Context: an optimization exercise on an open-source flow, tuned for small area. The choices shown serve that exercise and are no tape-out recipe.
RTL that was checked went through simulation tests only; none was proved equivalent to the original.
The clock port is modelled as an ideal driver; clocking choices that lean on that would not hold on a real chip.
No activity file was given, so power comes from the tool's default toggle rates.

## nickel
// VGA
module VGA(
	input CLOCK_50,
	input rst,
	input [11:0] TRI_P1X,
	input [11:0] TRI_P1Y,
	input [11:0] TRI_P2X,
	input [11:0] TRI_P2Y,
	input [11:0] TRI_P3X,
	input [11:0] TRI_P3Y,
	output [3:0] VGA_R,
	output [3:0] VGA_G,
	output [3:0] VGA_B,
	output [3:0] LEDG,
	output VGA_HS,
	output VGA_VS
);
Size in the first run: ~690 cells after synthesis, about 130 flip-flops, ~92 I/O pins.
Settings: LEC_CHECK=0, CAP_MARGIN=0, CORE_MARGIN=2, CORE_UTILIZATION=40, SLEW_MARGIN=0; clock period 20.0 ns.
standard.sh (not shown) runs the stock make flow with config.mk's settings and CLKGATE_MAP_FILE= SYNTH_SCRIPT=/design/flow/synth_recipe.tcl, a recipe that flattens the netlist after the stock synthesis.
==> flow/flow/run.sh <==
#!/bin/bash
# The standard layout (standard.sh) with these changes:
#  - synthesis maps logic with an area-oriented ABC script (flow/synth.tcl,
#    flow/abc_area.script); registers are mapped exactly as in standard synthesis
#  - port buffers use the smallest buffer cell (buf_1) instead of clkdlybuf4s50_1
#  - clock tree built from clkbuf_8 cells, without dummy loads; leaf buffers
#    with at most 8 sinks are then swapped for clkbuf_4 (flow/cts_downsize.tcl)
set -euo pipefail
here=$(pwd)
export BUFFER_PORTS_ARGS="-buffer_cell sky130_fd_sc_hd__buf_1"
export CTS_ARGS="-sink_clustering_enable -repair_clock_nets -dont_use_dummy_load -sink_clustering_size 30 -sink_clustering_max_diameter 80 -buf_list {sky130_fd_sc_hd__clkbuf_4 sky130_fd_sc_hd__clkbuf_8}"
export PRE_CTS_TCL="$here/flow/cts_downsize.tcl"
export FLOW_ABC_SCRIPT="$here/flow/abc_area.script"
sed "s#SYNTH_SCRIPT=[^ ]*#SYNTH_SCRIPT=$here/flow/synth.tcl#" standard.sh > standard_area.sh
grep -q "SYNTH_SCRIPT=$here/flow/synth.tcl" standard_area.sh
bash standard_area.sh > standard.log 2>&1
==> flow/flow/cts_downsize.tcl <==
# Sourced by ORFS cts.tcl before CTS (PRE_CTS_TCL). Wraps clock_tree_synthesis:
# after TritonCTS has built the tree from clkbuf_8 cells, each clock buffer that
# drives at most 8 sinks is swapped for a clkbuf_4. The rest of cts.tcl
# (legalisation, timing repair) then runs as usual.
rename clock_tree_synthesis my_tritoncts
proc clock_tree_synthesis { args } {
  my_tritoncts {*}$args
  set n 0
  foreach inst [get_cells *] {
    if { [get_property $inst ref_name] != "sky130_fd_sc_hd__clkbuf_8" } { continue }
    set name [get_property $inst name]
    set net [get_nets -of_objects [get_pins $name/X]]
    set fanout [expr {[llength [get_pins -of_objects $net]] - 1}]
    if { $fanout <= 8 } {
      replace_cell $inst sky130_fd_sc_hd__clkbuf_4
      incr n
    }
  }
  puts "flow: $n clock buffers downsized to sky130_fd_sc_hd__clkbuf_4"
}
Other scripts of this flow, unchanged in this note and not shown: flow/flow/abc_area.script, flow/flow/synth.tcl
Input-level comparison between willow and nickel:
Settings: CAP_MARGIN now 20, was 0; SLEW_MARGIN now 20, was 0.
--- a/flow/flow/run.sh
+++ b/flow/flow/run.sh
@@ -2 +2 @@
-# The standard layout (standard.sh) with these changes:
+# The standard layout (standard.sh) with three changes:
@@ -6,2 +6 @@
-#  - clock tree built from clkbuf_8 cells, without dummy loads; leaf buffers
-#    with at most 8 sinks are then swapped for clkbuf_4 (flow/cts_downsize.tcl)
+#  - clock tree built from clkbuf_8 cells, without dummy loads
@@ -12 +10,0 @@
-export PRE_CTS_TCL="$here/flow/cts_downsize.tcl"
removed: flow/flow/cts_downsize.tcl
## What came out
Min register-to-register slack across willow and nickel: willow. Relative to nickel, post-layout total power has increased by 3.5% in willow. Diff nickel -> willow: relative contribution of sequential cells to total power went down; core utilization rose by 0.57 points.
Input changes introduced in violet (baseline for comparison: willow):
--- a/flow/flow/run.sh
+++ b/flow/flow/run.sh
@@ -2 +2 @@
-# The standard layout (standard.sh) with three changes:
+# The standard layout (standard.sh) with these changes:
@@ -6 +6,2 @@
-#  - clock tree built from clkbuf_8 cells, without dummy loads
+#  - clock tree built from clkbuf_8 cells, without dummy loads; leaf buffers
+#    with at most 8 sinks are then swapped for clkbuf_4 (flow/cts_downsize.tcl)
@@ -10,0 +12 @@
+export PRE_CTS_TCL="$here/flow/cts_downsize.tcl"
==> flow/flow/cts_downsize.tcl (new file) <==
# Sourced by ORFS cts.tcl before CTS (PRE_CTS_TCL). Wraps clock_tree_synthesis:
# after TritonCTS has built the tree from clkbuf_8 cells, each clock buffer that
# drives at most 8 sinks is swapped for a clkbuf_4. The rest of cts.tcl
# (legalisation, timing repair) then runs as usual.
rename clock_tree_synthesis my_tritoncts
proc clock_tree_synthesis { args } {
  my_tritoncts {*}$args
  set n 0
  foreach inst [get_cells *] {
    if { [get_property $inst ref_name] != "sky130_fd_sc_hd__clkbuf_8" } { continue }
    set name [get_property $inst name]
    set net [get_nets -of_objects [get_pins $name/X]]
    set fanout [expr {[llength [get_pins -of_objects $net]] - 1}]
    if { $fanout <= 8 } {
      replace_cell $inst sky130_fd_sc_hd__clkbuf_4
      incr n
    }
  }
  puts "flow: $n clock buffers downsized to sky130_fd_sc_hd__clkbuf_4"
}
### Flow results
Worst-case register-to-register setup slack, violet and willow, higher one = violet.
On switching part of the total power: between violet and willow, it ends up higher for violet.
willow was larger in final cell area than violet.
violet ended with less worst supply voltage drop on vdd than willow.
Layout overhead on the synthesized area (violet over willow): decrease, 1.1 points
violet: proportion of power drawn by combinational gates is 1.3 points higher than what willow reported.
On minimum period implied by the final worst setup slack, willow loses to violet.
Routed wire length on met3, violet vs willow: up by a little under 10%
From willow to violet the numbers moved as follows: tightest hold margin ~0 delta, maximum frequency +about 0.5%, wire length -62 um.

* * *

Another version of the RTL of VGA (not shown whole).
Size in the first run: roughly 800 cells after synthesis, ~92 I/O pins, about 7500 µm² of cells after synthesis.
clock: 20.0 ns
lec_check: 0
cap_margin: 20
core_margin: 2
core_utilization: 40
slew_margin: 20
==> flow/flow/run.sh <==
#!/bin/bash
# Standard ORFS layout (the standard.sh), with two changes:
#  - port buffers use the smallest buffer cell (buf_1) instead of clkdlybuf4s50_1
#  - clock tree built from small clock buffers, without dummy loads
set -euo pipefail
export BUFFER_PORTS_ARGS="-buffer_cell sky130_fd_sc_hd__buf_1"
export CTS_ARGS="-repair_clock_nets -dont_use_dummy_load -sink_clustering_enable -sink_clustering_size 20 -sink_clustering_max_diameter 200 -sink_clustering_levels 1 -buf_list {sky130_fd_sc_hd__clkbuf_8}"
bash standard.sh > standard.log 2>&1
Then changed:
--- a/flow/flow/run.sh
+++ b/flow/flow/run.sh
@@ -7 +7 @@
-export CTS_ARGS="-repair_clock_nets -dont_use_dummy_load -sink_clustering_enable -sink_clustering_size 20 -sink_clustering_max_diameter 200 -sink_clustering_levels 1 -buf_list {sky130_fd_sc_hd__clkbuf_8}"
+export CTS_ARGS="-repair_clock_nets -dont_use_dummy_load -buf_list {sky130_fd_sc_hd__clkbuf_8}"
Routed wire length does not change.
Setup slack is unchanged.
Cell count does not change.
Register-to-register slack barely changes.
Sequential power hardly moves.
Power is unchanged.
Combinational power stays flat.
Via count is unchanged.
Maximum frequency stays the same.
Core utilization stays the same.
Clock skew is unchanged.

* * *

## before
Another version of the RTL of VGA (not shown whole).
Size: ~140 flip-flops, ~92 I/O pins.
clock: 20.0 ns
lec_check: 0
cap_margin: 20
core_margin: 2
core_utilization: 40
slew_margin: 20
==> flow/flow/run.sh <==
#!/bin/bash
# Standard ORFS layout (the standard.sh), with two changes:
#  - port buffers use the smallest buffer cell (buf_1) instead of clkdlybuf4s50_1
#  - clock tree built from small clock buffers in large sink clusters, without dummy loads
set -euo pipefail
export BUFFER_PORTS_ARGS="-buffer_cell sky130_fd_sc_hd__buf_1"
export CTS_ARGS="-sink_clustering_enable -repair_clock_nets -dont_use_dummy_load -sink_clustering_size 30 -sink_clustering_max_diameter 80 -buf_list {sky130_fd_sc_hd__clkbuf_4 sky130_fd_sc_hd__clkbuf_8}"
bash standard.sh > standard.log 2>&1
before: no failed stages, no open violations at the end
Setup changes, before to after
==> flow/flow/run.sh <==
#!/bin/bash
# Standard ORFS layout (the standard.sh), with two changes:
#  - port buffers use the smallest buffer cell (buf_1) instead of clkdlybuf4s50_1
#  - clock tree built from small clock buffers in large sink clusters, without dummy loads
set -euo pipefail
export BUFFER_PORTS_ARGS="-buffer_cell sky130_fd_sc_hd__buf_1"
export CTS_ARGS="-sink_clustering_enable -repair_clock_nets -dont_use_dummy_load -sink_clustering_size 50 -sink_clustering_max_diameter 150 -buf_list {sky130_fd_sc_hd__clkbuf_8 sky130_fd_sc_hd__clkbuf_16}"
bash standard.sh > standard.log 2>&1
### Flow results
after ends up with a area growth from synthesis to layout that is 2.4 points higher than in before.
Summary: with before as the reference, count of fill cells added during filler insertion in after moved down slightly.
On after: setup slack is 0.024 ns lower than what before gave.
As far as DRC violations left goes, after and before are indistinguishable; the numbers are identical.
before and after ended up with roughly the same sequential cell power.
Final area ends up lower on before.
Core utilization ended up 0.98 points higher on after than on before.
Ratio of routed vias to standard cells: after vs before — no meaningful difference
Summary of the comparison: sequential fraction of total cell area is lower in after, relative to before.
Clock power (lower): before
Relative to before, routed wire length has increased by 190 µm in after.
No run of this note included a check of the RTL's function; only the layout flow was run.

* * *

Another version of the RTL of VGA (not shown whole).
For scale: about 690 cells after synthesis, roughly 92 I/O pins.
Settings: LEC_CHECK=0, CAP_MARGIN=20, CORE_MARGIN=2, CORE_UTILIZATION=40, SLEW_MARGIN=20; clock period 20.0 ns.
run.sh (not shown) runs the stock make flow with config.mk's settings and CLKGATE_MAP_FILE= SYNTH_SCRIPT=/design/flow/synth_recipe.tcl, a recipe that flattens the netlist after the stock synthesis.
Stock flow here: none of the scripts above is used.
Then changed:
==> flow/flow/run.sh (new file) <==
#!/bin/bash
# Standard ORFS layout (the standard.sh), with two changes:
#  - port buffers use the smallest buffer cell (buf_1) instead of clkdlybuf4s50_1
#  - clock tree built from small clock buffers, without dummy loads
set -euo pipefail
export BUFFER_PORTS_ARGS="-buffer_cell sky130_fd_sc_hd__buf_1"
export CTS_ARGS="-sink_clustering_enable -repair_clock_nets -dont_use_dummy_load -buf_list {sky130_fd_sc_hd__clkbuf_2 sky130_fd_sc_hd__clkbuf_4 sky130_fd_sc_hd__clkbuf_8}"
bash standard.sh > standard.log 2>&1
==> flow/standard.sh (new file) <==
#!/bin/bash
# synth_recipe.tcl (not shown) runs the flow's synth.tcl, then flattens the netlist and writes it again
# the make line also repeats each setting of config.mk as NAME=value (left out here)
make -C /OpenROAD-flow-scripts/flow DESIGN_CONFIG=/design/flow/config.mk WORK_HOME=/design/flow/orfs CLKGATE_MAP_FILE= SYNTH_SCRIPT=/design/flow/synth_recipe.tcl "${@:-finish}"
removed: flow/run.sh
=>
- cell area is lower by a little under a tenth
- via count drops by a few percent
- first-iteration DRC count is lower by about a fifth
- register-to-register slack gets better by 0.04 ns

[afterwards: timing with drivers on the ports]
How much do the figures lean on ideal ports? The routed layouts below were timed once more, with nothing changed but the port constraints. Step 1: set_driving_cell puts a clkbuf_16 on CLOCK_50 and a buf_2 on each other input, an assumption about the parent block. Step 2 also shifts input and output timing later by t, the mid clock arrival at the registers, as if the neighbouring blocks saw the same clock. Slacks: ideal / step 1 / step 2; pairs: ideal / step 1.
| run | t (ns) | setup WS [ns] | hold WS [ns] | clock arrival spread, ns | cell pins on the clock port's net |
|---|---|---|---|---|---|
| nickel | 0.455 | 8.043 / 8.010 / 8.465 | 0.479 / 0.479 / 0.479 | 0.044 / 0.043 | 1 |
| willow | 0.466 | 7.986 / 7.953 / 8.419 | 0.474 / 0.474 / 0.474 | 0.018 / 0.018 | 1 |
| violet | 0.453 | 8.048 / 8.015 / 8.467 | 0.476 / 0.476 / 0.476 | 0.043 / 0.043 | 1 |
| the first run of note 2 | 0.479 | 4.750 / 4.712 / 5.191 | 0.510 / 0.510 / 0.510 | 0.028 / 0.028 | 1 |
| the second run of note 2 | 0.479 | 4.750 / 4.712 / 5.191 | 0.510 / 0.510 / 0.510 | 0.028 / 0.028 | 1 |
| before | 0.478 | 10.239 / 10.239 / 10.239 | 0.443 / 0.443 / 0.443 | 0.037 / 0.037 | 1 |
| after | 0.457 | 10.215 / 10.215 / 10.215 | 0.454 / 0.454 / 0.454 | 0.024 / 0.024 | 1 |
| the first run of note 4 | 0.457 | 10.268 / 10.268 / 10.268 | 0.508 / 0.508 / 0.508 | 0.010 / 0.010 | 1 |
| the second run of note 4 | 0.464 | 10.308 / 10.308 / 10.308 | 0.525 / 0.525 / 0.525 | 0.034 / 0.034 | 1 |
After both steps every run listed still meets setup and hold.
